Source: an optimization exercise on an open RTL-to-GDS flow (aim: small area and a short achievable clock period). Production flows keep margins and buffers that such runs may drop. The RTL was checked by simulation tests, not by an equivalence proof against the original design. The flow treats the clock pin as an ideal source, which a real chip does not have. Power and IR drop assume default switching activity.

--- design/flow/flow/run.sh ---
#!/bin/bash
# Own layout flow: the standard synthesis and ORFS layout (standard.sh),
# with these changes:
#  - before floorplanning, gates that synthesis mapped to a larger drive
#    strength are set back to the smallest one (downsize.tcl); timing repair
#    later upsizes whatever needs it;
#  - the ports are buffered with small buffers (PORT_BUF, and buf_1 for the
#    inputs, inbuf.tcl) instead of the delay cells buffer_ports picks by
#    default;
#  - the global-route stage's timing repair aims at the same setup slack
#    (TARGET) as the skew.
# Each make run's output goes to its own log here; ORFS keeps one log per step
# under orfs/logs.
set -euo pipefail
F=$(cd "$(dirname "$0")" && pwd)
PORT_BUF=${PORT_BUF:-sky130_fd_sc_hd__buf_2}
export SKEW_TARGET=${TARGET:-4.85}
export SKEW_HOLD_ALLOW=${HOLD_ALLOW:-0.5}
HOLD_MARGIN=${HOLD_MARGIN:-0.1}
COMMON=("BUFFER_PORTS_ARGS=-buffer_cell $PORT_BUF" PRE_FLOORPLAN_TCL=$F/downsize.tcl POST_GLOBAL_PLACE_TCL=$F/inbuf.tcl POST_CTS_TCL=$F/skew.tcl)
bash standard.sh synth > synth.log 2>&1
bash standard.sh "${COMMON[@]}" cts > place_cts.log 2>&1
bash standard.sh "${COMMON[@]}" SETUP_SLACK_MARGIN=$SKEW_TARGET HOLD_SLACK_MARGIN=$HOLD_MARGIN finish > route.log 2>&1
--- design/flow/flow/downsize.tcl ---
# Set combinational gates that synthesis mapped to drive strength 2 or 4 back
# to strength 1 when the library has it: the hierarchical synthesis maps each
# small module alone and upsizes for an assumed load.
set n 0
foreach inst [[ord::get_db_block] getInsts] {
  set m [[$inst getMaster] getName]
  if { [regexp {^(sky130_fd_sc_hd__(a21oi|o21ai|a22oi|nand2|nor2|xor2|xnor2|and2|or2|inv|a21o|o21a|nand3|nor3))_[24]$} $m -> base] } {
    set lc [get_lib_cells -quiet ${base}_1]
    if { $lc != {} } {
      replace_cell [get_cells [$inst getName]] $lc
      incr n
    }
  }
}
puts "downsize: $n gates set to drive strength 1"
--- design/flow/flow/inbuf.tcl ---
# The input ports only feed the operand registers, whose paths have ample
# slack: give their port buffers (named input* by buffer_ports) the smallest
# buffer.
set n 0
foreach inst [get_cells input*] {
  if { [get_property $inst ref_name] == "sky130_fd_sc_hd__buf_2" } {
    replace_cell $inst sky130_fd_sc_hd__buf_1
    incr n
  }
}
puts "inbuf: $n input buffers set to buf_1"
--- design/flow/flow/skew.tcl ---

# delay classes: cells of the chain (leaf side first) and nominal delay in ns
set skew_classes {
  {{} 0.0}
  {{sky130_fd_sc_hd__clkdlybuf4s50_1} 0.62}
  {{sky130_fd_sc_hd__clkdlybuf4s50_1 sky130_fd_sc_hd__clkdlybuf4s25_1} 0.90}
  {{sky130_fd_sc_hd__clkdlybuf4s50_1 sky130_fd_sc_hd__clkdlybuf4s50_1} 1.15}
  {{sky130_fd_sc_hd__clkdlybuf4s50_1 sky130_fd_sc_hd__clkdlybuf4s50_1 sky130_fd_sc_hd__clkdlybuf4s25_1} 1.42}
}
set skew_last sky130_fd_sc_hd__clkbuf_4
set skew_hold_allow [expr {[info exists ::env(SKEW_HOLD_ALLOW)] ? $::env(SKEW_HOLD_ALLOW) : 0.5}]

estimate_parasitics -placement
set regs {}
for {set i 0} {$i < 32} {incr i} {
  set d [get_pins "result\\\[$i\\\]\$_DFF_P_/D"]
  set s [get_property $d slack_max]
  set h [get_property $d slack_min]
  set o [get_property [get_ports "result\[$i\]"] slack_max]
  lappend regs [list $i $s $o $h]
  puts [format "skew: result\[%d\] setup %.3f output %.3f hold %.3f" $i $s $o $h]
}

# SKEW_TARGET: the setup slack the layout aims at (the later timing repair
# aims at the same).  Each register gets the smallest delay class that brings
# its input path to the target while its output path keeps the target;
# failing that, the largest class its output path allows (timing repair then
# speeds up its input path).  Delays are also capped by the hold slack.
set target $::env(SKEW_TARGET)
set best {}
foreach r $regs {
  lassign $r i s o h
  set pick 0
  set c 0
  foreach cl $skew_classes {
    set d [lindex $cl 1]
    if { $o - $d < $target || $h - $d < -$skew_hold_allow } { break }
    set pick $c
    if { $s + $d >= $target } { break }
    incr c
  }
  lappend best [list $i $pick]
}
puts [format "skew: target slack %.2f" $target]

set groups [dict create]
foreach a $best {
  lassign $a i c
  if { $c == 0 } { continue }
  set pin [get_pins "result\\\[$i\\\]\$_DFF_P_/CLK"]
  set net [get_full_name [get_nets -of_objects $pin]]
  dict lappend groups [list $net $c] $pin
}
set dbu [[ord::get_db_block] getDbUnitsPerMicron]
set k 0
dict for {key pins} $groups {
  lassign $key net c
  set xs 0; set ys 0; set n 0
  foreach p $pins {
    set loc [[[sta::sta_to_db_pin $p] getInst] getLocation]
    set xs [expr {$xs + [lindex $loc 0]}]
    set ys [expr {$ys + [lindex $loc 1]}]
    incr n
  }
  set loc [list [expr {$xs / $n / double($dbu)}] [expr {$ys / $n / double($dbu)}]]
  set last [insert_buffer -buffer_cell $skew_last -net $net -load_pins $pins \
    -buffer_name skew_clkbuf_$k -location $loc]
  set j 0
  foreach cell [lreverse [lindex $skew_classes $c 0]] {
    set last [insert_buffer -buffer_cell $cell -net $net \
      -load_pins [get_pins [get_full_name $last]/A] \
      -buffer_name skew_dly_${k}_$j -location $loc]
    incr j
  }
  puts "skew: net $net class $c: [llength $pins] registers"
  incr k
}
detailed_placement
check_placement -verbose
estimate_parasitics -placement
report_worst_slack -max
report_worst_slack -min
--- design/flow/standard.sh ---
#!/bin/bash
# synth_recipe.tcl (not shown) runs the flow's synth.tcl, then flattens the netlist and writes it again
# the make line also repeats each setting of config.mk as NAME=value (left out here)
make -C /OpenROAD-flow-scripts/flow DESIGN_CONFIG=/design/flow/config.mk WORK_HOME=/design/flow/orfs CLKGATE_MAP_FILE= SYNTH_SCRIPT=/design/flow/synth_recipe.tcl "${@:-finish}"
--- design/flow/config.mk ---
export PLATFORM = sky130hd
export DESIGN_NAME = vedic_mult_reg
export DESIGN_NICKNAME = vedic_mult_reg
export VERILOG_FILES = /design/flow/design.v
export SDC_FILE = /design/flow/constraint.sdc
export NUM_CORES = 8
export LEC_CHECK = 0
export ABC_CLOCK_PERIOD_IN_PS = 100000
export CAP_MARGIN = 20
export CORE_MARGIN = 2
export CORE_UTILIZATION = 60
export CTS_BUF_LIST = sky130_fd_sc_hd__clkbuf_8
export SLEW_MARGIN = 20
export SYNTH_HIERARCHICAL = 1
--- design/flow/constraint.sdc ---
create_clock -name core_clock -period 9.0 [get_ports {clk}]
set_input_delay 1.8000 -clock core_clock [delete_from_list [all_inputs] [get_ports {clk}]]
set_output_delay 1.8000 -clock core_clock [all_outputs]
set_load 0.01 [all_outputs]
--- design/flow/design.v ---
module vedic_mult_reg(clk, a, b, result);
	input clk;
	input [15:0] a;
	input [15:0] b;
	output reg [31:0] result;
	reg [15:0] a_q;
	reg [15:0] b_q;
	wire [31:0] product;
	vedicmult_16bit mult(
		.a(a_q),
		.b(b_q),
		.result(product));
	always @(posedge clk) begin
		a_q <= a;
		b_q <= b;
		result <= product;
	end
endmodule

module vedicmult_16bit(a, b, result);
	input wire [15:0] a;
	input wire [15:0] b;
	output wire [31:0] result;
wire p1, p2, p3, p4, p5, p6, p7, p8, p9, p10, p11, p12, p13, p14, p15, p16;
wire p17, p18, p19, p20, p21, p22, p23, p24, p25, p26, p27, p28, p29, p30, p31, p32;
wire p33, p34, p35, p36, p37, p38, p39, p40, p41, p42, p43, p44, p45, p46, p47, p48;
wire p49, p50, p51, p52, p53, p54, p55, p56, p57, p58, p59, p60, p61, p62, p63, p64;
wire p65, p66, p67, p68, p69, p70, p71, p72, p73, p74, p75, p76, p77, p78, p79, p80;
wire p81, p82, p83, p84, p85, p86, p87, p88, p89, p90, p91, p92, p93, p94, p95, p96;
wire p97, p98, p99, p100, p101, p102, p103, p104, p105, p106, p107, p108, p109, p110, p111, p112;
wire p113, p114, p115, p116, p117, p118, p119, p120, p121, p122, p123, p124, p125, p126, p127, p128;
wire p129, p130, p131, p132, p133, p134, p135, p136, p137, p138, p139, p140, p141, p142, p143, p144;
wire p145, p146, p147, p148, p149, p150, p151, p152, p153, p154, p155, p156, p157, p158, p159, p160;
wire p161, p162, p163, p164, p165, p166, p167, p168, p169, p170, p171, p172, p173, p174, p175, p176;
wire p177, p178, p179, p180, p181, p182, p183, p184, p185, p186, p187, p188, p189, p190, p191, p192;
wire p193, p194, p195, p196, p197, p198, p199, p200, p201, p202, p203, p204, p205, p206, p207, p208;
wire p209, p210, p211, p212, p213, p214, p215, p216, p217, p218, p219, p220, p221, p222, p223, p224;
wire p225, p226, p227, p228, p229, p230, p231, p232, p233, p234, p235, p236, p237, p238, p239, p240;
wire p241, p242, p243, p244, p245, p246, p247, p248, p249, p250, p251, p252, p253, p254, p255, h257;
wire h258, f259_0, f259_1, h260, h261, f262_0, f262_1, f263_0, f263_1, h264, h265, f266_0, f266_1, f267_0, f267_1, h268;
wire h269, f270_0, f270_1, f271_0, f271_1, f272_0, f272_1, h273, h274, f275_0, f275_1, h276, h277, f278_0, f278_1, f279_0;
wire f279_1, h280, h281, f282_0, f282_1, f283_0, f283_1, f284_0, f284_1, h285, h286, f287_0, f287_1, f288_0, f288_1, f289_0;
wire f289_1, f290_0, f290_1, f291_0, f291_1, f292_0, f292_1, f293_0, f293_1, f294_0, f294_1, f295_0, f295_1, f296_0, f296_1, f297_0;
wire f297_1, f298_0, f298_1, f299_0, f299_1, f300_0, f300_1, f301_0, f301_1, f302_0, f302_1, f303_0, f303_1, f304_0, f304_1, f305_0;
wire f305_1, f306_0, f306_1, f307_0, f307_1, f308_0, f308_1, f309_0, f309_1, f310_0, f310_1, f311_0, f311_1, f312_0, f312_1, f313_0;
wire f313_1, f314_0, f314_1, f315_0, f315_1, f316_0, f316_1, f317_0, f317_1, f318_0, f318_1, f319_0, f319_1, f320_0, f320_1, h321;
wire h322, f323_0, f323_1, h324, h325, f326_0, f326_1, f327_0, f327_1, h328, h329, f330_0, f330_1, f331_0, f331_1, f332_0;
wire f332_1, f333_0, f333_1, f334_0, f334_1, f335_0, f335_1, f336_0, f336_1, f337_0, f337_1, f338_0, f338_1, f339_0, f339_1, f340_0;
wire f340_1, f341_0, f341_1, f342_0, f342_1, f343_0, f343_1, f344_0, f344_1, f345_0, f345_1, f346_0, f346_1, f347_0, f347_1, f348_0;
wire f348_1, f349_0, f349_1, f350_0, f350_1, f351_0, f351_1, f352_0, f352_1, f353_0, f353_1, f354_0, f354_1, f355_0, f355_1, f356_0;
wire f356_1, f357_0, f357_1, f358_0, f358_1, f359_0, f359_1, f360_0, f360_1, f361_0, f361_1, f362_0, f362_1, f363_0, f363_1, f364_0;
wire f364_1, f365_0, f365_1, f366_0, f366_1, f367_0, f367_1, f368_0, f368_1, f369_0, f369_1, f370_0, f370_1, f371_0, f371_1, f372_0;
wire f372_1, f373_0, f373_1, f374_0, f374_1, f375_0, f375_1, f376_0, f376_1, f377_0, f377_1, h378, h379, f380_0, f380_1, h381;
wire h382, f383_0, f383_1, f384_0, f384_1, f385_0, f385_1, f386_0, f386_1, f387_0, f387_1, f388_0, f388_1, f389_0, f389_1, f390_0;
wire f390_1, f391_0, f391_1, f392_0, f392_1, f393_0, f393_1, f394_0, f394_1, f395_0, f395_1, f396_0, f396_1, f397_0, f397_1, f398_0;
wire f398_1, f399_0, f399_1, f400_0, f400_1, f401_0, f401_1, f402_0, f402_1, f403_0, f403_1, f404_0, f404_1, f405_0, f405_1, f406_0;
wire f406_1, f407_0, f407_1, f408_0, f408_1, f409_0, f409_1, f410_0, f410_1, f411_0, f411_1, f412_0, f412_1, f413_0, f413_1, f414_0;
wire f414_1, f415_0, f415_1, f416_0, f416_1, f417_0, f417_1, f418_0, f418_1, f419_0, f419_1, f420_0, f420_1, f421_0, f421_1, f422_0;
wire f422_1, f423_0, f423_1, f424_0, f424_1, f425_0, f425_1, h426, h427, f428_0, f428_1, f429_0, f429_1, f430_0, f430_1, f431_0;
wire f431_1, f432_0, f432_1, f433_0, f433_1, f434_0, f434_1, f435_0, f435_1, f436_0, f436_1, f437_0, f437_1, f438_0, f438_1, f439_0;
wire f439_1, f440_0, f440_1, f441_0, f441_1, f442_0, f442_1, f443_0, f443_1, f444_0, f444_1, f445_0, f445_1, f446_0, f446_1, f447_0;
wire f447_1, f448_0, f448_1, f449_0, f449_1, f450_0, f450_1, f451_0, f451_1, f452_0, f452_1, h453, h454, f455_0, f455_1, f456_0;
wire f456_1, f457_0, f457_1, f458_0, f458_1, f459_0, f459_1, f460_0, f460_1, f461_0, f461_1, f462_0, f462_1, f463_0, f463_1, f464_0;
wire f464_1, f465_0, f465_1, f466_0, f466_1, f467_0, f467_1, f468_0, f468_1, f469_0, f469_1, f470_0, f470_1, f471_0, f471_1, f472_0;
wire f472_1, f473_0, f473_1, f474_0, f474_1, f475_0, f475_1, f476_0, f476_1, f477_0, f477_1, f478_0, f478_1, f479_0, f479_1, f480_0;
wire f480_1, f481_0, f481_1, g483, x484, g485, x486, g487, x488, g489, x490, g491, x492, g493, x494, g495;
wire x496, g497, x498, g499, x500, g501, x502, g503, x504, g505, x506, g507, x508, g509, x510, g511;
wire x512, g513, x514, g515, x516, g517, x518, g519, x520, g521, x522, g523, x524, g525, x526, g527;
wire x528, g529, x530, g531, x532, g533, x534, g535, x536, g537, x538, g539, x540, g541, q542, i543;
wire q544, i545, q546, i547, q548, i549, q550, i551, q552, i553, q554, i555, q556, q557, q558, q559;
wire q560, q561, q562, q563, q564, q565, q566, q567, q568, q569, q570, q571, q572, q573, q574, q575;
wire q576, q577, q578, q579, q580, q581, q582, q583, q584, q585, q586, q587, q588, q589, i590, q591;
wire q592, i593, q594, q595, q596, i597, q598, q599, i600, q601, q602, q603, q604, q605, i606, q607;
wire q608, q609, q610, i611, q612, q613;
vm_nand2 u1(a[0], b[1], p1);
vm_nand2 u2(a[0], b[2], p2);
vm_nand2 u3(a[0], b[3], p3);
vm_nand2 u4(a[0], b[4], p4);
vm_nand2 u5(a[0], b[5], p5);
vm_nand2 u6(a[0], b[6], p6);
vm_nand2 u7(a[0], b[7], p7);
vm_nand2 u8(a[0], b[8], p8);
vm_nand2 u9(a[0], b[9], p9);
vm_nand2 u10(a[0], b[10], p10);
vm_nand2 u11(a[0], b[11], p11);
vm_nand2 u12(a[0], b[12], p12);
vm_nand2 u13(a[0], b[13], p13);
vm_nand2 u14(a[0], b[14], p14);
vm_nand2 u15(a[0], b[15], p15);
vm_nand2 u16(a[1], b[0], p16);
vm_nand2 u17(a[1], b[1], p17);
vm_nand2 u18(a[1], b[2], p18);
vm_nand2 u19(a[1], b[3], p19);
vm_nand2 u20(a[1], b[4], p20);
vm_nand2 u21(a[1], b[5], p21);
vm_nand2 u22(a[1], b[6], p22);
vm_nand2 u23(a[1], b[7], p23);
vm_nand2 u24(a[1], b[8], p24);
vm_nand2 u25(a[1], b[9], p25);
vm_nand2 u26(a[1], b[10], p26);
vm_nand2 u27(a[1], b[11], p27);
vm_nand2 u28(a[1], b[12], p28);
vm_nand2 u29(a[1], b[13], p29);
vm_nand2 u30(a[1], b[14], p30);
vm_nand2 u31(a[1], b[15], p31);
vm_nand2 u32(a[2], b[0], p32);
vm_nand2 u33(a[2], b[1], p33);
vm_nand2 u34(a[2], b[2], p34);
vm_nand2 u35(a[2], b[3], p35);
vm_nand2 u36(a[2], b[4], p36);
vm_nand2 u37(a[2], b[5], p37);
vm_nand2 u38(a[2], b[6], p38);
vm_nand2 u39(a[2], b[7], p39);
vm_nand2 u40(a[2], b[8], p40);
vm_nand2 u41(a[2], b[9], p41);
vm_nand2 u42(a[2], b[10], p42);
vm_nand2 u43(a[2], b[11], p43);
vm_nand2 u44(a[2], b[12], p44);
vm_nand2 u45(a[2], b[13], p45);
vm_nand2 u46(a[2], b[14], p46);
vm_nand2 u47(a[2], b[15], p47);
vm_nand2 u48(a[3], b[0], p48);
vm_nand2 u49(a[3], b[1], p49);
vm_nand2 u50(a[3], b[2], p50);
vm_nand2 u51(a[3], b[3], p51);
vm_nand2 u52(a[3], b[4], p52);
vm_nand2 u53(a[3], b[5], p53);
vm_nand2 u54(a[3], b[6], p54);
vm_nand2 u55(a[3], b[7], p55);
vm_nand2 u56(a[3], b[8], p56);
vm_nand2 u57(a[3], b[9], p57);
vm_nand2 u58(a[3], b[10], p58);
vm_nand2 u59(a[3], b[11], p59);
vm_nand2 u60(a[3], b[12], p60);
vm_nand2 u61(a[3], b[13], p61);
vm_nand2 u62(a[3], b[14], p62);
vm_nand2 u63(a[3], b[15], p63);
vm_nand2 u64(a[4], b[0], p64);
vm_nand2 u65(a[4], b[1], p65);
vm_nand2 u66(a[4], b[2], p66);
vm_nand2 u67(a[4], b[3], p67);
vm_nand2 u68(a[4], b[4], p68);
vm_nand2 u69(a[4], b[5], p69);
vm_nand2 u70(a[4], b[6], p70);
vm_nand2 u71(a[4], b[7], p71);
vm_nand2 u72(a[4], b[8], p72);
vm_nand2 u73(a[4], b[9], p73);
vm_nand2 u74(a[4], b[10], p74);
vm_nand2 u75(a[4], b[11], p75);
vm_nand2 u76(a[4], b[12], p76);
vm_nand2 u77(a[4], b[13], p77);
vm_nand2 u78(a[4], b[14], p78);
vm_nand2 u79(a[4], b[15], p79);
vm_nand2 u80(a[5], b[0], p80);
vm_nand2 u81(a[5], b[1], p81);
vm_nand2 u82(a[5], b[2], p82);
vm_nand2 u83(a[5], b[3], p83);
vm_nand2 u84(a[5], b[4], p84);
vm_nand2 u85(a[5], b[5], p85);
vm_nand2 u86(a[5], b[6], p86);
vm_nand2 u87(a[5], b[7], p87);
vm_nand2 u88(a[5], b[8], p88);
vm_nand2 u89(a[5], b[9], p89);
vm_nand2 u90(a[5], b[10], p90);
vm_nand2 u91(a[5], b[11], p91);
vm_nand2 u92(a[5], b[12], p92);
vm_nand2 u93(a[5], b[13], p93);
vm_nand2 u94(a[5], b[14], p94);
vm_nand2 u95(a[5], b[15], p95);
vm_nand2 u96(a[6], b[0], p96);
vm_nand2 u97(a[6], b[1], p97);
vm_nand2 u98(a[6], b[2], p98);
vm_nand2 u99(a[6], b[3], p99);
vm_nand2 u100(a[6], b[4], p100);
vm_nand2 u101(a[6], b[5], p101);
vm_nand2 u102(a[6], b[6], p102);
vm_nand2 u103(a[6], b[7], p103);
vm_nand2 u104(a[6], b[8], p104);
vm_nand2 u105(a[6], b[9], p105);
vm_nand2 u106(a[6], b[10], p106);
vm_nand2 u107(a[6], b[11], p107);
vm_nand2 u108(a[6], b[12], p108);
vm_nand2 u109(a[6], b[13], p109);
vm_nand2 u110(a[6], b[14], p110);
vm_nand2 u111(a[6], b[15], p111);
vm_nand2 u112(a[7], b[0], p112);
vm_nand2 u113(a[7], b[1], p113);
vm_nand2 u114(a[7], b[2], p114);
vm_nand2 u115(a[7], b[3], p115);
vm_nand2 u116(a[7], b[4], p116);
vm_nand2 u117(a[7], b[5], p117);
vm_nand2 u118(a[7], b[6], p118);
vm_nand2 u119(a[7], b[7], p119);
vm_nand2 u120(a[7], b[8], p120);
vm_nand2 u121(a[7], b[9], p121);
vm_nand2 u122(a[7], b[10], p122);
vm_nand2 u123(a[7], b[11], p123);
vm_nand2 u124(a[7], b[12], p124);
vm_nand2 u125(a[7], b[13], p125);
vm_nand2 u126(a[7], b[14], p126);
vm_nand2 u127(a[7], b[15], p127);
vm_nand2 u128(a[8], b[0], p128);
vm_nand2 u129(a[8], b[1], p129);
vm_nand2 u130(a[8], b[2], p130);
vm_nand2 u131(a[8], b[3], p131);
vm_nand2 u132(a[8], b[4], p132);
vm_nand2 u133(a[8], b[5], p133);
vm_nand2 u134(a[8], b[6], p134);
vm_nand2 u135(a[8], b[7], p135);
vm_nand2 u136(a[8], b[8], p136);
vm_nand2 u137(a[8], b[9], p137);
vm_nand2 u138(a[8], b[10], p138);
vm_nand2 u139(a[8], b[11], p139);
vm_nand2 u140(a[8], b[12], p140);
vm_nand2 u141(a[8], b[13], p141);
vm_nand2 u142(a[8], b[14], p142);
vm_nand2 u143(a[8], b[15], p143);
vm_nand2 u144(a[9], b[0], p144);
vm_nand2 u145(a[9], b[1], p145);
vm_nand2 u146(a[9], b[2], p146);
vm_nand2 u147(a[9], b[3], p147);
vm_nand2 u148(a[9], b[4], p148);
vm_nand2 u149(a[9], b[5], p149);
vm_nand2 u150(a[9], b[6], p150);
vm_nand2 u151(a[9], b[7], p151);
vm_nand2 u152(a[9], b[8], p152);
vm_nand2 u153(a[9], b[9], p153);
vm_nand2 u154(a[9], b[10], p154);
vm_nand2 u155(a[9], b[11], p155);
vm_nand2 u156(a[9], b[12], p156);
vm_nand2 u157(a[9], b[13], p157);
vm_nand2 u158(a[9], b[14], p158);
vm_nand2 u159(a[9], b[15], p159);
vm_nand2 u160(a[10], b[0], p160);
vm_nand2 u161(a[10], b[1], p161);
vm_nand2 u162(a[10], b[2], p162);
vm_nand2 u163(a[10], b[3], p163);
vm_nand2 u164(a[10], b[4], p164);
vm_nand2 u165(a[10], b[5], p165);
vm_nand2 u166(a[10], b[6], p166);
vm_nand2 u167(a[10], b[7], p167);
vm_nand2 u168(a[10], b[8], p168);
vm_nand2 u169(a[10], b[9], p169);
vm_nand2 u170(a[10], b[10], p170);
vm_nand2 u171(a[10], b[11], p171);
vm_nand2 u172(a[10], b[12], p172);
vm_nand2 u173(a[10], b[13], p173);
vm_nand2 u174(a[10], b[14], p174);
vm_nand2 u175(a[10], b[15], p175);
vm_nand2 u176(a[11], b[0], p176);
vm_nand2 u177(a[11], b[1], p177);
vm_nand2 u178(a[11], b[2], p178);
vm_nand2 u179(a[11], b[3], p179);
vm_nand2 u180(a[11], b[4], p180);
vm_nand2 u181(a[11], b[5], p181);
vm_nand2 u182(a[11], b[6], p182);
vm_nand2 u183(a[11], b[7], p183);
vm_nand2 u184(a[11], b[8], p184);
vm_nand2 u185(a[11], b[9], p185);
vm_nand2 u186(a[11], b[10], p186);
vm_nand2 u187(a[11], b[11], p187);
vm_nand2 u188(a[11], b[12], p188);
vm_nand2 u189(a[11], b[13], p189);
vm_nand2 u190(a[11], b[14], p190);
vm_nand2 u191(a[11], b[15], p191);
vm_nand2 u192(a[12], b[0], p192);
vm_nand2 u193(a[12], b[1], p193);
vm_nand2 u194(a[12], b[2], p194);
vm_nand2 u195(a[12], b[3], p195);
vm_nand2 u196(a[12], b[4], p196);
vm_nand2 u197(a[12], b[5], p197);
vm_nand2 u198(a[12], b[6], p198);
vm_nand2 u199(a[12], b[7], p199);
vm_nand2 u200(a[12], b[8], p200);
vm_nand2 u201(a[12], b[9], p201);
vm_nand2 u202(a[12], b[10], p202);
vm_nand2 u203(a[12], b[11], p203);
vm_nand2 u204(a[12], b[12], p204);
vm_nand2 u205(a[12], b[13], p205);
vm_nand2 u206(a[12], b[14], p206);
vm_nand2 u207(a[12], b[15], p207);
vm_nand2 u208(a[13], b[0], p208);
vm_nand2 u209(a[13], b[1], p209);
vm_nand2 u210(a[13], b[2], p210);
vm_nand2 u211(a[13], b[3], p211);
vm_nand2 u212(a[13], b[4], p212);
vm_nand2 u213(a[13], b[5], p213);
vm_nand2 u214(a[13], b[6], p214);
vm_nand2 u215(a[13], b[7], p215);
vm_nand2 u216(a[13], b[8], p216);
vm_nand2 u217(a[13], b[9], p217);
vm_nand2 u218(a[13], b[10], p218);
vm_nand2 u219(a[13], b[11], p219);
vm_nand2 u220(a[13], b[12], p220);
vm_nand2 u221(a[13], b[13], p221);
vm_nand2 u222(a[13], b[14], p222);
vm_nand2 u223(a[13], b[15], p223);
vm_nand2 u224(a[14], b[0], p224);
vm_nand2 u225(a[14], b[1], p225);
vm_nand2 u226(a[14], b[2], p226);
vm_nand2 u227(a[14], b[3], p227);
vm_nand2 u228(a[14], b[4], p228);
vm_nand2 u229(a[14], b[5], p229);
vm_nand2 u230(a[14], b[6], p230);
vm_nand2 u231(a[14], b[7], p231);
vm_nand2 u232(a[14], b[8], p232);
vm_nand2 u233(a[14], b[9], p233);
vm_nand2 u234(a[14], b[10], p234);
vm_nand2 u235(a[14], b[11], p235);
vm_nand2 u236(a[14], b[12], p236);
vm_nand2 u237(a[14], b[13], p237);
vm_nand2 u238(a[14], b[14], p238);
vm_nand2 u239(a[14], b[15], p239);
vm_nand2 u240(a[15], b[0], p240);
vm_nand2 u241(a[15], b[1], p241);
vm_nand2 u242(a[15], b[2], p242);
vm_nand2 u243(a[15], b[3], p243);
vm_nand2 u244(a[15], b[4], p244);
vm_nand2 u245(a[15], b[5], p245);
vm_nand2 u246(a[15], b[6], p246);
vm_nand2 u247(a[15], b[7], p247);
vm_nand2 u248(a[15], b[8], p248);
vm_nand2 u249(a[15], b[9], p249);
vm_nand2 u250(a[15], b[10], p250);
vm_nand2 u251(a[15], b[11], p251);
vm_nand2 u252(a[15], b[12], p252);
vm_nand2 u253(a[15], b[13], p253);
vm_nand2 u254(a[15], b[14], p254);
vm_nand2 u255(a[15], b[15], p255);
vm_and2 u256(a[0], b[0], result[0]);
vm_xnor2 u257(p13, p28, h257);
vm_or2 u258(p13, p28, h258);
vm_fa u259(p14, p29, p44, f259_0, f259_1);
vm_xnor2 u260(p59, p74, h260);
vm_or2 u261(p59, p74, h261);
vm_fa u262(p15, p30, p45, f262_0, f262_1);
vm_fa u263(p60, p75, p90, f263_0, f263_1);
vm_xnor2 u264(p105, p120, h264);
vm_or2 u265(p105, p120, h265);
vm_fa u266(p31, p46, p61, f266_0, f266_1);
vm_fa u267(p76, p91, p106, f267_0, f267_1);
vm_xnor2 u268(p121, p136, h268);
vm_or2 u269(p121, p136, h269);
vm_fa u270(p47, p62, p77, f270_0, f270_1);
vm_fa u271(p92, p107, p122, f271_0, f271_1);
vm_fa u272(p63, p78, p93, f272_0, f272_1);
vm_xnor2 u273(p9, p24, h273);
vm_or2 u274(p9, p24, h274);
vm_fa u275(p10, p25, p40, f275_0, f275_1);
vm_xnor2 u276(p55, p70, h276);
vm_or2 u277(p55, p70, h277);
vm_fa u278(p11, p26, p41, f278_0, f278_1);
vm_fa u279(p56, p71, p86, f279_0, f279_1);
vm_xnor2 u280(p101, p116, h280);
vm_or2 u281(p101, p116, h281);
vm_fa u282(p12, p27, p42, f282_0, f282_1);
vm_fa u283(p57, p72, p87, f283_0, f283_1);
vm_fa u284(p102, p117, p132, f284_0, f284_1);
vm_xnor2 u285(p147, p162, h285);
vm_or2 u286(p147, p162, h286);
vm_fa u287(p43, p58, p73, f287_0, f287_1);
vm_fa u288(p88, p103, p118, f288_0, f288_1);
vm_fa u289(p133, p148, p163, f289_0, f289_1);
vm_fa u290(p178, p193, p208, f290_0, f290_1);
vm_fa u291(p89, p104, p119, f291_0, f291_1);
vm_fa u292(p134, p149, p164, f292_0, f292_1);
vm_fa u293(p179, p194, p209, f293_0, f293_1);
vm_fa u294(p224, h258, h260, f294_0, f294_1);
vm_fa u295(p135, p150, p165, f295_0, f295_1);
vm_fa u296(p180, p195, p210, f296_0, f296_1);
vm_fa u297(p225, p240, h261, f297_0, f297_1);
vm_fa u298(h264, f259_1, f262_0, f298_0, f298_1);
vm_fa u299(p151, p166, p181, f299_0, f299_1);
vm_fa u300(p196, p211, p226, f300_0, f300_1);
vm_fa u301(p241, h265, h268, f301_0, f301_1);
vm_fa u302(f262_1, f263_1, f266_0, f302_0, f302_1);
vm_fa u303(p137, p152, p167, f303_0, f303_1);
vm_fa u304(p182, p197, p212, f304_0, f304_1);
vm_fa u305(p227, p242, h269, f305_0, f305_1);
vm_fa u306(f266_1, f267_1, f270_0, f306_0, f306_1);
vm_fa u307(p108, p123, p138, f307_0, f307_1);
vm_fa u308(p153, p168, p183, f308_0, f308_1);
vm_fa u309(p198, p213, p228, f309_0, f309_1);
vm_fa u310(p243, f270_1, f271_1, f310_0, f310_1);
vm_fa u311(p79, p94, p109, f311_0, f311_1);
vm_fa u312(p124, p139, p154, f312_0, f312_1);
vm_fa u313(p169, p184, p199, f313_0, f313_1);
vm_fa u314(p214, p229, p244, f314_0, f314_1);
vm_fa u315(p95, p110, p125, f315_0, f315_1);
vm_fa u316(p140, p155, p170, f316_0, f316_1);
vm_fa u317(p185, p200, p215, f317_0, f317_1);
vm_fa u318(p111, p126, p141, f318_0, f318_1);
vm_fa u319(p156, p171, p186, f319_0, f319_1);
vm_fa u320(p127, p142, p157, f320_0, f320_1);
vm_xnor2 u321(p6, p21, h321);
vm_or2 u322(p6, p21, h322);
vm_fa u323(p7, p22, p37, f323_0, f323_1);
vm_xnor2 u324(p52, p67, h324);
vm_or2 u325(p52, p67, h325);
vm_fa u326(p8, p23, p38, f326_0, f326_1);
vm_fa u327(p53, p68, p83, f327_0, f327_1);
vm_xnor2 u328(p98, p113, h328);
vm_or2 u329(p98, p113, h329);
vm_fa u330(p39, p54, p69, f330_0, f330_1);
vm_fa u331(p84, p99, p114, f331_0, f331_1);
vm_fa u332(p129, p144, h273, f332_0, f332_1);
vm_fa u333(p85, p100, p115, f333_0, f333_1);
vm_fa u334(p130, p145, p160, f334_0, f334_1);
vm_fa u335(h274, h276, f275_0, f335_0, f335_1);
vm_fa u336(p131, p146, p161, f336_0, f336_1);
vm_fa u337(p176, h277, h280, f337_0, f337_1);
vm_fa u338(f275_1, f278_0, f279_0, f338_0, f338_1);
vm_fa u339(p177, p192, h281, f339_0, f339_1);
vm_fa u340(h285, f278_1, f279_1, f340_0, f340_1);
vm_fa u341(f282_0, f283_0, f284_0, f341_0, f341_1);
vm_fa u342(h286, h257, f282_1, f342_0, f342_1);
vm_fa u343(f283_1, f284_1, f287_0, f343_0, f343_1);
vm_fa u344(f288_0, f289_0, f290_0, f344_0, f344_1);
vm_fa u345(f287_1, f288_1, f289_1, f345_0, f345_1);
vm_fa u346(f290_1, f291_0, f292_0, f346_0, f346_1);
vm_fa u347(f293_0, f259_0, f294_0, f347_0, f347_1);
vm_fa u348(f291_1, f292_1, f293_1, f348_0, f348_1);
vm_fa u349(f295_0, f296_0, f263_0, f349_0, f349_1);
vm_fa u350(f294_1, f297_0, f298_0, f350_0, f350_1);
vm_fa u351(f295_1, f296_1, f299_0, f351_0, f351_1);
vm_fa u352(f300_0, f267_0, f297_1, f352_0, f352_1);
vm_fa u353(f301_0, f298_1, f302_0, f353_0, f353_1);
vm_fa u354(f299_1, f300_1, f303_0, f354_0, f354_1);
vm_fa u355(f304_0, f271_0, f301_1, f355_0, f355_1);
vm_fa u356(f305_0, f302_1, f306_0, f356_0, f356_1);
vm_fa u357(f303_1, f304_1, f307_0, f357_0, f357_1);
vm_fa u358(f308_0, f309_0, f272_0, f358_0, f358_1);
vm_fa u359(f305_1, f306_1, f310_0, f359_0, f359_1);
vm_fa u360(f307_1, f308_1, f309_1, f360_0, f360_1);
vm_fa u361(f272_1, f311_0, f312_0, f361_0, f361_1);
vm_fa u362(f313_0, f314_0, f310_1, f362_0, f362_1);
vm_fa u363(p230, p245, f311_1, f363_0, f363_1);
vm_fa u364(f312_1, f313_1, f314_1, f364_0, f364_1);
vm_fa u365(f315_0, f316_0, f317_0, f365_0, f365_1);
vm_fa u366(p201, p216, p231, f366_0, f366_1);
vm_fa u367(p246, f315_1, f316_1, f367_0, f367_1);
vm_fa u368(f317_1, f318_0, f319_0, f368_0, f368_1);
vm_fa u369(p172, p187, p202, f369_0, f369_1);
vm_fa u370(p217, p232, p247, f370_0, f370_1);
vm_fa u371(f318_1, f319_1, f320_0, f371_0, f371_1);
vm_fa u372(p143, p158, p173, f372_0, f372_1);
vm_fa u373(p188, p203, p218, f373_0, f373_1);
vm_fa u374(p233, p248, f320_1, f374_0, f374_1);
vm_fa u375(p159, p174, p189, f375_0, f375_1);
vm_fa u376(p204, p219, p234, f376_0, f376_1);
vm_fa u377(p175, p190, p205, f377_0, f377_1);
vm_xnor2 u378(p4, p19, h378);
vm_or2 u379(p4, p19, h379);
vm_fa u380(p5, p20, p35, f380_0, f380_1);
vm_xnor2 u381(p50, p65, h381);
vm_or2 u382(p50, p65, h382);
vm_fa u383(p36, p51, p66, f383_0, f383_1);
vm_fa u384(p81, p96, h321, f384_0, f384_1);
vm_fa u385(p82, p97, p112, f385_0, f385_1);
vm_fa u386(h322, h324, f323_0, f386_0, f386_1);
vm_fa u387(p128, h325, h328, f387_0, f387_1);
vm_fa u388(f323_1, f326_0, f327_0, f388_0, f388_1);
vm_fa u389(h329, f326_1, f327_1, f389_0, f389_1);
vm_fa u390(f330_0, f331_0, f332_0, f390_0, f390_1);
vm_fa u391(f330_1, f331_1, f333_0, f391_0, f391_1);
vm_fa u392(f334_0, f332_1, f335_0, f392_0, f392_1);
vm_fa u393(f333_1, f334_1, f336_0, f393_0, f393_1);
vm_fa u394(f337_0, f335_1, f338_0, f394_0, f394_1);
vm_fa u395(f336_1, f337_1, f339_0, f395_0, f395_1);
vm_fa u396(f340_0, f338_1, f341_0, f396_0, f396_1);
vm_fa u397(f339_1, f340_1, f342_0, f397_0, f397_1);
vm_fa u398(f341_1, f343_0, f344_0, f398_0, f398_1);
vm_fa u399(f342_1, f343_1, f345_0, f399_0, f399_1);
vm_fa u400(f344_1, f346_0, f347_0, f400_0, f400_1);
vm_fa u401(f345_1, f348_0, f346_1, f401_0, f401_1);
vm_fa u402(f349_0, f347_1, f350_0, f402_0, f402_1);
vm_fa u403(f348_1, f349_1, f351_0, f403_0, f403_1);
vm_fa u404(f352_0, f350_1, f353_0, f404_0, f404_1);
vm_fa u405(f351_1, f352_1, f354_0, f405_0, f405_1);
vm_fa u406(f355_0, f353_1, f356_0, f406_0, f406_1);
vm_fa u407(f354_1, f355_1, f357_0, f407_0, f407_1);
vm_fa u408(f358_0, f356_1, f359_0, f408_0, f408_1);
vm_fa u409(f357_1, f360_0, f358_1, f409_0, f409_1);
vm_fa u410(f361_0, f359_1, f362_0, f410_0, f410_1);
vm_fa u411(f360_1, f363_0, f364_0, f411_0, f411_1);
vm_fa u412(f361_1, f365_0, f362_1, f412_0, f412_1);
vm_fa u413(f366_0, f363_1, f364_1, f413_0, f413_1);
vm_fa u414(f367_0, f365_1, f368_0, f414_0, f414_1);
vm_fa u415(f366_1, f369_0, f370_0, f415_0, f415_1);
vm_fa u416(f367_1, f368_1, f371_0, f416_0, f416_1);
vm_fa u417(f369_1, f370_1, f372_0, f417_0, f417_1);
vm_fa u418(f373_0, f371_1, f374_0, f418_0, f418_1);
vm_fa u419(p249, f372_1, f373_1, f419_0, f419_1);
vm_fa u420(f375_0, f376_0, f374_1, f420_0, f420_1);
vm_fa u421(p220, p235, p250, f421_0, f421_1);
vm_fa u422(f375_1, f376_1, f377_0, f422_0, f422_1);
vm_fa u423(p191, p206, p221, f423_0, f423_1);
vm_fa u424(p236, p251, f377_1, f424_0, f424_1);
vm_fa u425(p207, p222, p237, f425_0, f425_1);
vm_xnor2 u426(p3, p18, h426);
vm_or2 u427(p3, p18, h427);
vm_fa u428(p34, p49, p64, f428_0, f428_1);
vm_fa u429(p80, h379, h381, f429_0, f429_1);
vm_fa u430(h382, f380_1, f383_0, f430_0, f430_1);
vm_fa u431(f383_1, f385_0, f384_1, f431_0, f431_1);
vm_fa u432(f385_1, f387_0, f386_1, f432_0, f432_1);
vm_fa u433(f387_1, f389_0, f388_1, f433_0, f433_1);
vm_fa u434(f389_1, f391_0, f390_1, f434_0, f434_1);
vm_fa u435(f391_1, f393_0, f392_1, f435_0, f435_1);
vm_fa u436(f393_1, f395_0, f394_1, f436_0, f436_1);
vm_fa u437(f395_1, f397_0, f396_1, f437_0, f437_1);
vm_fa u438(f397_1, f398_1, f399_0, f438_0, f438_1);
vm_fa u439(f399_1, f401_0, f400_1, f439_0, f439_1);
vm_fa u440(f401_1, f403_0, f402_1, f440_0, f440_1);
vm_fa u441(f403_1, f405_0, f404_1, f441_0, f441_1);
vm_fa u442(f405_1, f407_0, f406_1, f442_0, f442_1);
vm_fa u443(f407_1, f409_0, f408_1, f443_0, f443_1);
vm_fa u444(f409_1, f411_0, f412_0, f444_0, f444_1);
vm_fa u445(f411_1, f413_0, f414_0, f445_0, f445_1);
vm_fa u446(f415_0, f413_1, f414_1, f446_0, f446_1);
vm_fa u447(f415_1, f417_0, f416_1, f447_0, f447_1);
vm_fa u448(f417_1, f419_0, f420_0, f448_0, f448_1);
vm_fa u449(f421_0, f419_1, f422_0, f449_0, f449_1);
vm_fa u450(f421_1, f423_0, f422_1, f450_0, f450_1);
vm_fa u451(p252, f423_1, f425_0, f451_0, f451_1);
vm_fa u452(p223, p238, p253, f452_0, f452_1);
vm_xnor2 u453(p2, p17, h453);
vm_or2 u454(p2, p17, h454);
vm_fa u455(p33, p48, h426, f455_0, f455_1);
vm_fa u456(h427, h378, f428_0, f456_0, f456_1);
vm_fa u457(f428_1, f380_0, f429_0, f457_0, f457_1);
vm_fa u458(f429_1, f384_0, f430_0, f458_0, f458_1);
vm_fa u459(f430_1, f386_0, f431_0, f459_0, f459_1);
vm_fa u460(f431_1, f388_0, f432_0, f460_0, f460_1);
vm_fa u461(f390_0, f432_1, f433_0, f461_0, f461_1);
vm_fa u462(f433_1, f392_0, f434_0, f462_0, f462_1);
vm_fa u463(f434_1, f394_0, f435_0, f463_0, f463_1);
vm_fa u464(f396_0, f435_1, f436_0, f464_0, f464_1);
vm_fa u465(f398_0, f436_1, f437_0, f465_0, f465_1);
vm_fa u466(f400_0, f437_1, f438_0, f466_0, f466_1);
vm_fa u467(f438_1, f402_0, f439_0, f467_0, f467_1);
vm_fa u468(f439_1, f404_0, f440_0, f468_0, f468_1);
vm_fa u469(f406_0, f440_1, f441_0, f469_0, f469_1);
vm_fa u470(f408_0, f441_1, f442_0, f470_0, f470_1);
vm_fa u471(f410_0, f442_1, f443_0, f471_0, f471_1);
vm_fa u472(f410_1, f443_1, f444_0, f472_0, f472_1);
vm_fa u473(f412_1, f445_0, f444_1, f473_0, f473_1);
vm_fa u474(f416_0, f445_1, f446_0, f474_0, f474_1);
vm_fa u475(f418_0, f446_1, f447_0, f475_0, f475_1);
vm_fa u476(f418_1, f447_1, f448_0, f476_0, f476_1);
vm_fa u477(f420_1, f449_0, f448_1, f477_0, f477_1);
vm_fa u478(f424_0, f449_1, f450_0, f478_0, f478_1);
vm_fa u479(f424_1, f451_0, f450_1, f479_0, f479_1);
vm_fa u480(f425_1, f452_0, f451_1, f480_0, f480_1);
vm_fa u481(p239, p254, f452_1, f481_0, f481_1);
vm_xor2 u482(p1, p16, result[1]);
vm_nor2 u483(p1, p16, g483);
vm_xor2 u484(h453, p32, x484);
vm_nor2 u485(h453, p32, g485);
vm_xor2 u486(h454, f455_0, x486);
vm_nor2 u487(h454, f455_0, g487);
vm_xor2 u488(f455_1, f456_0, x488);
vm_nor2 u489(f455_1, f456_0, g489);
vm_xor2 u490(f456_1, f457_0, x490);
vm_nor2 u491(f456_1, f457_0, g491);
vm_xor2 u492(f457_1, f458_0, x492);
vm_nor2 u493(f457_1, f458_0, g493);
vm_xor2 u494(f458_1, f459_0, x494);
vm_nor2 u495(f458_1, f459_0, g495);
vm_xor2 u496(f459_1, f460_0, x496);
vm_nor2 u497(f459_1, f460_0, g497);
vm_xor2 u498(f460_1, f461_0, x498);
vm_nor2 u499(f460_1, f461_0, g499);
vm_xor2 u500(f461_1, f462_0, x500);
vm_nor2 u501(f461_1, f462_0, g501);
vm_xor2 u502(f462_1, f463_0, x502);
vm_nor2 u503(f462_1, f463_0, g503);
vm_xor2 u504(f463_1, f464_0, x504);
vm_nor2 u505(f463_1, f464_0, g505);
vm_xor2 u506(f464_1, f465_0, x506);
vm_nor2 u507(f464_1, f465_0, g507);
vm_xor2 u508(f465_1, f466_0, x508);
vm_nor2 u509(f465_1, f466_0, g509);
vm_xor2 u510(f466_1, f467_0, x510);
vm_nor2 u511(f466_1, f467_0, g511);
vm_xor2 u512(f467_1, f468_0, x512);
vm_nor2 u513(f467_1, f468_0, g513);
vm_xor2 u514(f468_1, f469_0, x514);
vm_nor2 u515(f468_1, f469_0, g515);
vm_xor2 u516(f469_1, f470_0, x516);
vm_nor2 u517(f469_1, f470_0, g517);
vm_xor2 u518(f470_1, f471_0, x518);
vm_nor2 u519(f470_1, f471_0, g519);
vm_xor2 u520(f471_1, f472_0, x520);
vm_nor2 u521(f471_1, f472_0, g521);
vm_xor2 u522(f472_1, f473_0, x522);
vm_nor2 u523(f472_1, f473_0, g523);
vm_xor2 u524(f473_1, f474_0, x524);
vm_nor2 u525(f473_1, f474_0, g525);
vm_xor2 u526(f474_1, f475_0, x526);
vm_nor2 u527(f474_1, f475_0, g527);
vm_xor2 u528(f475_1, f476_0, x528);
vm_nor2 u529(f475_1, f476_0, g529);
vm_xor2 u530(f476_1, f477_0, x530);
vm_nor2 u531(f476_1, f477_0, g531);
vm_xor2 u532(f477_1, f478_0, x532);
vm_nor2 u533(f477_1, f478_0, g533);
vm_xor2 u534(f478_1, f479_0, x534);
vm_nor2 u535(f478_1, f479_0, g535);
vm_xor2 u536(f479_1, f480_0, x536);
vm_nor2 u537(f479_1, f480_0, g537);
vm_xor2 u538(f480_1, f481_0, x538);
vm_nor2 u539(f480_1, f481_0, g539);
vm_xor2 u540(f481_1, p255, x540);
vm_nor2 u541(f481_1, p255, g541);
vm_aoi21 u542(g485, x484, g483, q542);
vm_inv u543(q542, i543);
vm_aoi21 u544(g487, x486, i543, q544);
vm_inv u545(q544, i545);
vm_aoi21 u546(g489, x488, i545, q546);
vm_inv u547(q546, i547);
vm_aoi21 u548(g491, x490, i547, q548);
vm_inv u549(q548, i549);
vm_aoi21 u550(g493, x492, i549, q550);
vm_inv u551(q550, i551);
vm_aoi21 u552(g495, x494, i551, q552);
vm_inv u553(q552, i553);
vm_aoi21 u554(g497, x496, i553, q554);
vm_inv u555(q554, i555);
vm_aoi21 u556(g499, x498, i555, q556);
vm_aoi21 u557(g503, x502, g501, q557);
vm_nand2 u558(x502, x500, q558);
vm_aoi21 u559(g507, x506, g505, q559);
vm_nand2 u560(x506, x504, q560);
vm_aoi21 u561(g511, x510, g509, q561);
vm_nand2 u562(x510, x508, q562);
vm_aoi21 u563(g515, x514, g513, q563);
vm_nand2 u564(x514, x512, q564);
vm_aoi21 u565(g519, x518, g517, q565);
vm_nand2 u566(x518, x516, q566);
vm_aoi21 u567(g523, x522, g521, q567);
vm_nand2 u568(x522, x520, q568);
vm_aoi21 u569(g527, x526, g525, q569);
vm_nand2 u570(x526, x524, q570);
vm_aoi21 u571(g531, x530, g529, q571);
vm_nand2 u572(x530, x528, q572);
vm_aoi21 u573(g535, x534, g533, q573);
vm_nand2 u574(x534, x532, q574);
vm_aoi21 u575(g539, x538, g537, q575);
vm_nand2 u576(x538, x536, q576);
vm_oai21 u577(q557, q558, q556, q577);
vm_oai21 u578(q561, q562, q559, q578);
vm_nor2 u579(q562, q560, q579);
vm_oai21 u580(q565, q566, q563, q580);
vm_nor2 u581(q566, q564, q581);
vm_oai21 u582(q569, q570, q567, q582);
vm_nor2 u583(q570, q568, q583);
vm_oai21 u584(q573, q574, q571, q584);
vm_nor2 u585(q574, q572, q585);
vm_aoi21 u586(q578, q579, q577, q586);
vm_aoi21 u587(q582, q583, q580, q587);
vm_nand2 u588(q583, q581, q588);
vm_oai21 u589(q587, q588, q586, q589);
vm_inv u590(q586, i590);
vm_aoi21 u591(q580, q581, i590, q591);
vm_aoi21 u592(q584, q585, q589, q592);
vm_inv u593(q577, i593);
vm_oai21 u594(q559, q560, i593, q594);
vm_oai21 u595(q563, q564, q586, q595);
vm_oai21 u596(q567, q568, q591, q596);
vm_inv u597(q589, i597);
vm_oai21 u598(q571, q572, i597, q598);
vm_oai21 u599(q575, q576, q592, q599);
vm_inv u600(q556, i600);
vm_aoi21 u601(g501, x500, i600, q601);
vm_aoi21 u602(g505, x504, q577, q602);
vm_aoi21 u603(g509, x508, q594, q603);
vm_aoi21 u604(g513, x512, i590, q604);
vm_aoi21 u605(g517, x516, q595, q605);
vm_inv u606(q591, i606);
vm_aoi21 u607(g521, x520, i606, q607);
vm_aoi21 u608(g525, x524, q596, q608);
vm_aoi21 u609(g529, x528, q589, q609);
vm_aoi21 u610(g533, x532, q598, q610);
vm_inv u611(q592, i611);
vm_aoi21 u612(g537, x536, i611, q612);
vm_aoi21 u613(g541, x540, q599, q613);
vm_xor2 u614(x484, g483, result[2]);
vm_xnor2 u615(x486, q542, result[3]);
vm_xnor2 u616(x488, q544, result[4]);
vm_xnor2 u617(x490, q546, result[5]);
vm_xnor2 u618(x492, q548, result[6]);
vm_xnor2 u619(x494, q550, result[7]);
vm_xnor2 u620(x496, q552, result[8]);
vm_xnor2 u621(x498, q554, result[9]);
vm_xnor2 u622(x500, q556, result[10]);
vm_xnor2 u623(x502, q601, result[11]);
vm_xor2 u624(x504, q577, result[12]);
vm_xnor2 u625(x506, q602, result[13]);
vm_xor2 u626(x508, q594, result[14]);
vm_xnor2 u627(x510, q603, result[15]);
vm_xnor2 u628(x512, q586, result[16]);
vm_xnor2 u629(x514, q604, result[17]);
vm_xor2 u630(x516, q595, result[18]);
vm_xnor2 u631(x518, q605, result[19]);
vm_xnor2 u632(x520, q591, result[20]);
vm_xnor2 u633(x522, q607, result[21]);
vm_xor2 u634(x524, q596, result[22]);
vm_xnor2 u635(x526, q608, result[23]);
vm_xor2 u636(x528, q589, result[24]);
vm_xnor2 u637(x530, q609, result[25]);
vm_xor2 u638(x532, q598, result[26]);
vm_xnor2 u639(x534, q610, result[27]);
vm_xnor2 u640(x536, q592, result[28]);
vm_xnor2 u641(x538, q612, result[29]);
vm_xor2 u642(x540, q599, result[30]);
vm_inv u643(q613, result[31]);
endmodule
module vm_and2(a, b, y);
	input a, b;
	output y;
	assign y = a & b;
endmodule
module vm_aoi21(a, b, c, y);
	input a, b, c;
	output y;
	assign y = ~(a | (b & c));
endmodule
module vm_fa(a, b, c, s, co);
	input a, b, c;
	output s, co;
	assign s = a ^ b ^ c;
	assign co = (a & b) | (a & c) | (b & c);
endmodule
module vm_inv(a, y);
	input a;
	output y;
	assign y = ~a;
endmodule
module vm_nand2(a, b, y);
	input a, b;
	output y;
	assign y = ~(a & b);
endmodule
module vm_nor2(a, b, y);
	input a, b;
	output y;
	assign y = ~(a | b);
endmodule
module vm_oai21(a, b, c, y);
	input a, b, c;
	output y;
	assign y = ~(a & (b | c));
endmodule
module vm_or2(a, b, y);
	input a, b;
	output y;
	assign y = a | b;
endmodule
module vm_xnor2(a, b, y);
	input a, b;
	output y;
	assign y = ~(a ^ b);
endmodule
module vm_xor2(a, b, y);
	input a, b;
	output y;
	assign y = a ^ b;
endmodule
==> key figures <==
Layout
  – Commonest non-fill, non-tap cells in the layout: nand2_1 (266), fa_1 (195), xor2_1 (38), dfxtp_1 (38), xnor2_1 (36)
  – Layout cells sized above 1: 0.102
  – Fillcell total: 921
  – Nets: 1050
  – Area of the multi-input gates: 6010 um^2
  – # diodes: 0
  – Final Core Density: 0.704
  – Commonest non-fill, non-tap cell in the layout: nand2_1
  – Register Area: 1310 um^2
  – Fin area: 8420 um^2

Floorplan
  – # rows: 40
  – Core Footprint: 12000 um^2
  – Die area: 13100 um^2
  – I/O Pins: 65
  – Initial Util: 0.613
  – Die span in y: 115 um
  – Die width: 115 um

Global route
  – Overflow after GRT: 0
  – Vias in the first global route: 6165
  – Antenna violations before repair: 0
  – First-pass GRT wire length: 30500 um
  – GRT Util Overall: 0.312
  – Largest net degree at the start of global routing: 17

Setup path
  – Crit-path max FO: 16
  – Worst Setup Start Kind: flip-flop
  – Worst EP arrival: 5.64 ns
  – Worst path required time: 10.64 ns
  – CP endpoint kind: flip-flop
  – Kind of critical path: flip-flop to flip-flop

Worst hold path
  – Min-Delay Path Class: flip-flop to flip-flop

STA
  – Final period util: 0.445
  – Final worst path period need: 4.00 ns
  – Setup TNS: 0 ns
  – Slew @ Worst Pin: 0.715 ns
  – Unrepaired setup endpoints after global routing: false
  – Slew Limit Fails: 0
  – Worst clock skew: 1.37 ns
  – Achievable Freq: 0.250 GHz
  – Setup violators final: 0
  – Fin. Hold Viols: 0
  – Worst slew margin: 0.523

Power and ir drop
  – Clk pwr share: 0.133
  – Combinational group share of total power: 0.720
  – Switch Pwr: 1.50 mW
  – Pwr dens: 375 nW/um^2
  – Leak: 3.07 nW
  – Sw Share: 0.475
  – Peak supply drop: 0.839 mV
  – P_int: 1.65 mW
  – Sequential Power Share: 0.147

Detailed routing
  – Routed Antenna Nets: 0
  – WL/cell: 19.1 um
  – Post-DR vias/cell: 5.68
  – Initial DRC Count: 351
  – Remaining DRCs: 0
  – Final wirelength: 18600 um
  – Via Count: 5531
  – Router iterations before antenna repair: 4

Clocking
  – CTS Sinks: 64
  – CTS tree: done
  – Clock-pin slew on the worst setup and hold paths: 0.07 ns
  – Clock latency (worst-skew pair): 1.72 ns

Place
  – Cell Area, Placed: 7810 um^2
  – Post-DP HPWL: 13500 um
  – Buffers added on ports: 64

Flow run
  – Max Cap Violations: 0

Outcome
  – Status: no timing/DRC/antenna violations

Yosys
  – Mapped Nets: 935
  – Syn Inst Count: 707
  – YS warnings: 7
==> per-stage QoR <==
stage	power, mW	hold slack [ns]	worst slack (ns)	std cells
after floorplan	2.21	0.627	4.24	707
final	3.15	0.0692	5.00	974
after detailed placement	2.70	0.823	3.25	920
after global placement	2.61	0.810	3.40	920
after global routing	3.48	0.127	4.83	974
==> area by class of cell, without the clock buffers <==
| type | count | area share |
|---|---|---|
| multi-input cells | 629 | 0.713 |
| flip-flops and latches | 64 | 0.156 |
| repair buffers | 85 | 0.0577 |
| well taps | 147 | 0.0218 |
| clock inverters | 7 | 0.00936 |
| inverters | 14 | 0.00624 |
==> sequential cells by signal, summed over array words and instances (netlist names) <==
name    count
result     32
a_q        16
b_q        16
==> layer usage <==
layer,GRT usage,share of wire,vias to the layer above,wire length (um)
met3,0.0693,0.066,52,1220
met5,0,0,-,0
met4,0.148,0.027,0,502
met1,0.392,0.38,2830,7160
li1,-,-,2400,-
met2,0.518,0.52,249,9730
==> final timing paths <==
check             startpoint    endpoint  slack (ns)  cells past startpoint
setup / recovery      a_q[0]  result[30]        5.00                     15
hold / removal       b_q[15]  result[26]        0.07                      6
setup reg to reg      a_q[0]  result[30]        5.00                     15
hold reg to reg      b_q[15]  result[26]        0.07                      6
==> critical path, stage by stage, from the launching register on <==
cell and delay (ns):
dfxtp_2 0.56, nand2_1 0.14, fa_1 0.59, fa_1 0.44
fa_1 0.50, fa_1 0.40, fa_1 0.46, fa_1 0.54
xor2_1 0.27, nand2_1 0.14, nor2_1 0.16, nand2_1 0.08
o21ai_2 0.32, a21oi_1 0.20, o21ai_1 0.28, xor2_1 0.19
==> power by group through the flow <==
stage | registers [mW] | logic [mW] | clock network, mW
after floorplan | 0.491 | 1.72 | 0
after global placement | 0.468 | 2.14 | 0
after detailed placement | 0.468 | 2.23 | 0
after global routing | 0.472 | 2.56 | 0.446
final | 0.464 | 2.27 | 0.419

-- port drivers added, routing unchanged --
How much do the figures lean on ideal ports? The routed layout below was timed once more, with nothing changed but the port constraints.
Step 1: set_driving_cell puts a clkbuf_16 on clk and a buf_2 on each other input, an assumption about the parent block.
Step 2, shift: input delay + t, output delay - t, t = (earliest + latest rising clock arrival at the registers) / 2. This alone moves slack from input paths to output paths.
Three values: ideal, step 1, step 2; two values: the first two.
t (ns): 1.072
setup WS [ns]: 4.998 / 4.998 / 4.998
clock arrival spread, ns: 1.374 / 1.374
worst register clock-pin slew, ns: 0.09 / 0.09
In this run the clock reaches the registers at very different times; t lies between them, and the last value is a rough guide only. The setup slack of this run moves by 0.000 ns with the drivers and by 0.000 ns with both steps.
